What follows belongs to an exercise in optimizing a design on an open flow for small area and a short achievable clock period; a production flow would make more cautious choices.
RTL that was checked went through simulation tests only; none was proved equivalent to the original.

==> flow/design.v (excerpt) <==
module argus_exec(clk, a, b, alu_op, shamt, mult, div,
                  flip_adder16, flip_adder4, flip_shift, flip_mult, flip_div,
                  alu_result, alu_ne, alu_lt, adder_err, sra_err, sll_err,
                  md_result, md_remainder, md_exception, md_err, md_chk_en);
For scale: ~0.048 mm2 of cells after synthesis.
clock: 250.0 ns
lec_check: 0
abc_area: 1
cap_margin: 50
core_margin: 2
core_utilization: 50
cts_buf_list: sky130_fd_sc_hd__clkbuf_4 sky130_fd_sc_hd__clkbuf_8 sky130_fd_sc_hd__clkbuf_16
cts_cluster_diameter: 60
cts_cluster_size: 12
place_density: 0.72
slew_margin: 70
standard.sh (not shown) runs the stock make flow with config.mk's settings and CLKGATE_MAP_FILE= SYNTH_SCRIPT=/design/flow/synth_recipe.tcl, a recipe that flattens the netlist after the stock synthesis.
==> flow/flow/run.sh <==
#!/bin/bash
set -euo pipefail
export BUFFER_PORTS_ARGS="-buffer_cell sky130_fd_sc_hd__buf_2"
bash standard.sh finish > standard_flow.log 2>&1
The baseline finished with timing, DRC and antenna clean.
Next try:
CORE_UTILIZATION = 40   (was 50)
PLACE_DENSITY = unset   (was 0.72)
What happened: Sequential share of layout area fell by 0.16 points. Worst setup slack gains 0.37 ns. Via count fell by 2.1%. Final cell count rose by 3.6%.
No functional check of the RTL was part of any run of this note.

---

== red ==
argus_exec, a different RTL version from the one above (not shown whole).
Size in the first run: ~7200 cells after synthesis, ~260 flip-flops, about 51000 sq um of cells after synthesis.
==> flow/config.mk <==
export PLATFORM = sky130hd
export DESIGN_NAME = argus_exec
export DESIGN_NICKNAME = argus_exec
export VERILOG_FILES = /design/flow/design.v
export SDC_FILE = /design/flow/constraint.sdc
export NUM_CORES = 4
export LEC_CHECK = 0
export ABC_AREA = 1
export CAP_MARGIN = 20
export CORE_MARGIN = 2
export CORE_UTILIZATION = 40
export CTS_BUF_LIST = sky130_fd_sc_hd__clkbuf_4 sky130_fd_sc_hd__clkbuf_8 sky130_fd_sc_hd__clkbuf_16
export CTS_CLUSTER_DIAMETER = 60
export CTS_CLUSTER_SIZE = 12
export SLEW_MARGIN = 60
==> flow/constraint.sdc <==
create_clock -name core_clock -period 250.0 [get_ports {clk}]
set_input_delay 50.0000 -clock core_clock [delete_from_list [all_inputs] [get_ports {clk}]]
set_output_delay 50.0000 -clock core_clock [all_outputs]
set_load 0.01 [all_outputs]
run.sh (not shown) runs the stock make flow with config.mk's settings and CLKGATE_MAP_FILE= SYNTH_SCRIPT=/design/flow/synth_recipe.tcl, a recipe that flattens the netlist after the stock synthesis.
Stock flow here: none of the scripts above is used.
The inputs of blue differ from those of red as listed below.
diff --git a/flow/config.mk b/flow/config.mk
--- a/flow/config.mk
+++ b/flow/config.mk
@@ -8,3 +8,3 @@
 export ABC_AREA = 1
-export CAP_MARGIN = 20
+export CAP_MARGIN = 50
 export CORE_MARGIN = 2
@@ -14,2 +14,2 @@
 export CTS_CLUSTER_SIZE = 12
-export SLEW_MARGIN = 60
+export SLEW_MARGIN = 70
--- outcome ---
blue and red ended up with nearly the same global-route wire length before repair.
Total wirelength of the detailed-routed design across blue and red: no real change.
Compared with red, in blue slack of the critical path up 0.34 ns; design area rose by 500 sq um.
From red to blue, maximum number of pins on one net before global-route repair did not move at all.
Per the comparison of blue with red, share of the core filled with cells rose 0.40 points; number of antenna violations at the first check in global routing went up by 1; fraction of met2 tracks used by global routing saw an increase.
Count of clock-buffer cells in the layout, blue vs red: up by a little under 10%
Row post-route minimum period: blue lower / red higher
No functional check of the RTL was part of any run of this note.

---

Setup of job 6250:
Another version of the RTL of argus_exec (not shown whole).
For scale: roughly 6500 cells after synthesis, about 190 I/O pins, ~48000 um^2 of cells after synthesis.
==> flow/config.mk <==
export PLATFORM = sky130hd
export DESIGN_NAME = argus_exec
export DESIGN_NICKNAME = argus_exec
export VERILOG_FILES = /design/flow/design.v
export SDC_FILE = /design/flow/constraint.sdc
export NUM_CORES = 4
export LEC_CHECK = 0
export ABC_AREA = 1
export CAP_MARGIN = 50
export CORE_MARGIN = 2
export CORE_UTILIZATION = 50
export CTS_BUF_LIST = sky130_fd_sc_hd__clkbuf_4 sky130_fd_sc_hd__clkbuf_8 sky130_fd_sc_hd__clkbuf_16
export CTS_CLUSTER_DIAMETER = 60
export CTS_CLUSTER_SIZE = 12
export PLACE_DENSITY = 0.72
export SLEW_MARGIN = 70
==> flow/constraint.sdc <==
create_clock -name core_clock -period 250.0 [get_ports {clk}]
set_input_delay 50.0000 -clock core_clock [delete_from_list [all_inputs] [get_ports {clk}]]
set_output_delay 50.0000 -clock core_clock [all_outputs]
set_load 0.01 [all_outputs]
standard.sh (not shown) runs the stock make flow with config.mk's settings and CLKGATE_MAP_FILE= SYNTH_SCRIPT=/design/flow/synth_recipe.tcl, a recipe that flattens the netlist after the stock synthesis.
==> flow/flow/run.sh <==
#!/bin/bash
set -euo pipefail
export BUFFER_PORTS_ARGS="-buffer_cell sky130_fd_sc_hd__buf_1"
bash standard.sh finish > standard_flow.log 2>&1
Changes in job 5378 relative to job 6250:
# job 6250
export LEC_CHECK = 0
export ABC_AREA = 1
export CAP_MARGIN = 50
export CORE_MARGIN = 2
export CORE_UTILIZATION = 50
export CTS_BUF_LIST = sky130_fd_sc_hd__clkbuf_4 sky130_fd_sc_hd__clkbuf_8 sky130_fd_sc_hd__clkbuf_16
export CTS_CLUSTER_DIAMETER = 60
export CTS_CLUSTER_SIZE = 12
export PLACE_DENSITY = 0.72
export SLEW_MARGIN = 70
create_clock -name core_clock -period 250.0 [get_ports {clk}]
# job 5378
export LEC_CHECK = 0
export ABC_AREA = 1
export CAP_MARGIN = 50
export CORE_MARGIN = 2
export CORE_UTILIZATION = 40
export CTS_BUF_LIST = sky130_fd_sc_hd__clkbuf_4 sky130_fd_sc_hd__clkbuf_8 sky130_fd_sc_hd__clkbuf_16
export CTS_CLUSTER_DIAMETER = 60
export CTS_CLUSTER_SIZE = 12
export SLEW_MARGIN = 70
create_clock -name core_clock -period 250.0 [get_ports {clk}]
==> flow/flow/run.sh <==
#!/bin/bash
set -euo pipefail
export BUFFER_PORTS_ARGS="-buffer_cell sky130_fd_sc_hd__buf_2"
bash standard.sh finish > standard_flow.log 2>&1
### Flow results
Slew at the pin closest to its max-slew limit ends up higher on job 6250.
Job 5378 vs job 6250: path depth of the worst reg2reg path down in job 5378
Per the comparison of job 5378 with job 6250, cell count up about 3.6%.
Diff job 5378..job 6250 | part of the cycle the worst path needs | negligible
Between job 6250 and job 5378, the initial core utilization is lower for job 5378.
Input changes introduced in job 3703 (baseline for comparison: job 5378):
# job 5378
export LEC_CHECK = 0
export ABC_AREA = 1
export CAP_MARGIN = 50
export CORE_MARGIN = 2
export CORE_UTILIZATION = 40
export CTS_BUF_LIST = sky130_fd_sc_hd__clkbuf_4 sky130_fd_sc_hd__clkbuf_8 sky130_fd_sc_hd__clkbuf_16
export CTS_CLUSTER_DIAMETER = 60
export CTS_CLUSTER_SIZE = 12
export SLEW_MARGIN = 70
create_clock -name core_clock -period 250.0 [get_ports {clk}]
# job 3703
export LEC_CHECK = 0
export ABC_AREA = 1
export CAP_MARGIN = 50
export CORE_MARGIN = 2
export CORE_UTILIZATION = 50
export CTS_BUF_LIST = sky130_fd_sc_hd__clkbuf_4 sky130_fd_sc_hd__clkbuf_8 sky130_fd_sc_hd__clkbuf_16
export CTS_CLUSTER_DIAMETER = 60
export CTS_CLUSTER_SIZE = 12
export PLACE_DENSITY = 0.72
export SLEW_MARGIN = 70
create_clock -name core_clock -period 250.0 [get_ports {clk}]
[summary]
Result for job 5378 and job 3703: all clean
Summary of the comparison: number of detailed-route iterations in the first pass is lower in job 3703, relative to job 5378.
Higher detailed-route vias per instance goes to job 3703 over job 5378.
As far as number of nets in the layout is concerned, job 5378 and job 3703 perform about the same.
Sequential fraction of total cell area essentially unchanged between job 5378 and job 3703.
Final cell area: job 3703 below job 5378
Diff job 5378 -> job 3703: worst hold slack up 41 ps; detailed-routing wirelength on met1 went down about 14%; placeable core region fell 20%.
--- input diff job 3703..job 3936 ---
# job 3703
export LEC_CHECK = 0
export ABC_AREA = 1
export CAP_MARGIN = 50
export CORE_MARGIN = 2
export CORE_UTILIZATION = 50
export CTS_BUF_LIST = sky130_fd_sc_hd__clkbuf_4 sky130_fd_sc_hd__clkbuf_8 sky130_fd_sc_hd__clkbuf_16
export CTS_CLUSTER_DIAMETER = 60
export CTS_CLUSTER_SIZE = 12
export PLACE_DENSITY = 0.72
export SLEW_MARGIN = 70
create_clock -name core_clock -period 250.0 [get_ports {clk}]
# job 3936
export LEC_CHECK = 0
export ABC_AREA = 1
export CAP_MARGIN = 50
export CORE_MARGIN = 2
export CORE_UTILIZATION = 50
export CTS_BUF_LIST = sky130_fd_sc_hd__clkbuf_8
export CTS_CLUSTER_DIAMETER = 60
export CTS_CLUSTER_SIZE = 12
export PLACE_DENSITY = 0.72
export SLEW_MARGIN = 76
create_clock -name core_clock -period 250.0 [get_ports {clk}]
Notes after the runs:
The overall fraction of global-route tracks in use was comparable across job 3936 and job 3703.
Compared with job 3703, job 3936 shows a lower data arrival at the endpoint of the critical path.
When job 3936 is set beside job 3703, its sum of routed wire segments on met1 turns out to be 1.1% larger.
Number of clock-tree buffers in the layout (job 3936 vs. job 3703) decreases by more than 10%
Sequential share of layout area across job 3936 and job 3703: no real change.
Higher smallest setup slack after layout among job 3936 and job 3703: job 3936
## Diff of input files: job 4953 against job 3936
# job 3936
export LEC_CHECK = 0
export ABC_AREA = 1
export CAP_MARGIN = 50
export CORE_MARGIN = 2
export CORE_UTILIZATION = 50
export CTS_BUF_LIST = sky130_fd_sc_hd__clkbuf_8
export CTS_CLUSTER_DIAMETER = 60
export CTS_CLUSTER_SIZE = 12
export PLACE_DENSITY = 0.72
export SLEW_MARGIN = 76
create_clock -name core_clock -period 250.0 [get_ports {clk}]
# job 4953
export LEC_CHECK = 0
export ABC_AREA = 1
export CAP_MARGIN = 50
export CORE_MARGIN = 2
export CORE_UTILIZATION = 50
export CTS_BUF_LIST = sky130_fd_sc_hd__clkbuf_8
export CTS_CLUSTER_DIAMETER = 60
export CTS_CLUSTER_SIZE = 16
export PLACE_DENSITY = 0.72
export SLEW_MARGIN = 70
create_clock -name core_clock -period 250.0 [get_ports {clk}]
--- outcome ---
Looking at final standard cell utilization of the core across job 3936 and job 4953, the one that comes out higher is job 3936.
Comparing job 4953 against job 3936, there is no change at all in die area.
Summary of job 4953 over job 3936: footprint of the flip-flops and latches lost 0.71%.

port drivers added, routing unchanged:
The flow's constraints put no driver on any port. The routed layouts listed below were extracted and timed again, unchanged, in two steps. Step 1, drivers: a clkbuf_16 drives clk and a buf_2 each remaining input, both assumed. Step 2 times the ports against the registers' clock, not the clock port: input delays grow and output delays shrink by t, the midpoint of the rising clock arrivals with the driver on. Slacks: ideal / step 1 / step 2; pairs: ideal / step 1.
run	shift t [ns]	setup slack, ns	worst setup path at the end	worst data-port slew with drivers (ns)	cell pins on the clock port's net
the first run of note 1	0.678	194.081 / 194.014 / 194.692	register to output	0.17	1
the second run of note 1	0.629	194.452 / 194.388 / 195.017	register to output	0.15	1
red	0.683	190.399 / 190.445 / 189.762	input to register	0.15	1
blue	0.708	190.742 / 190.787 / 190.080	input to register	0.16	1
job 6250	0.689	195.428 / 195.351 / 195.192	input to register	0.04	1
job 5378	0.653	195.212 / 195.212 / 195.212	register to register	0.04	1
job 3703	0.669	195.553 / 195.481 / 195.288	input to register	0.05	1
job 3936	0.722	195.638 / 195.571 / 195.352	input to register	0.04	1
job 4953	0.781	195.437 / 195.369 / 195.298	input to register	0.05	1
After both steps every run listed still meets setup and hold. The setup slack of blue, which loses most, moves by +0.045 ns with the drivers and by -0.662 ns with both steps.
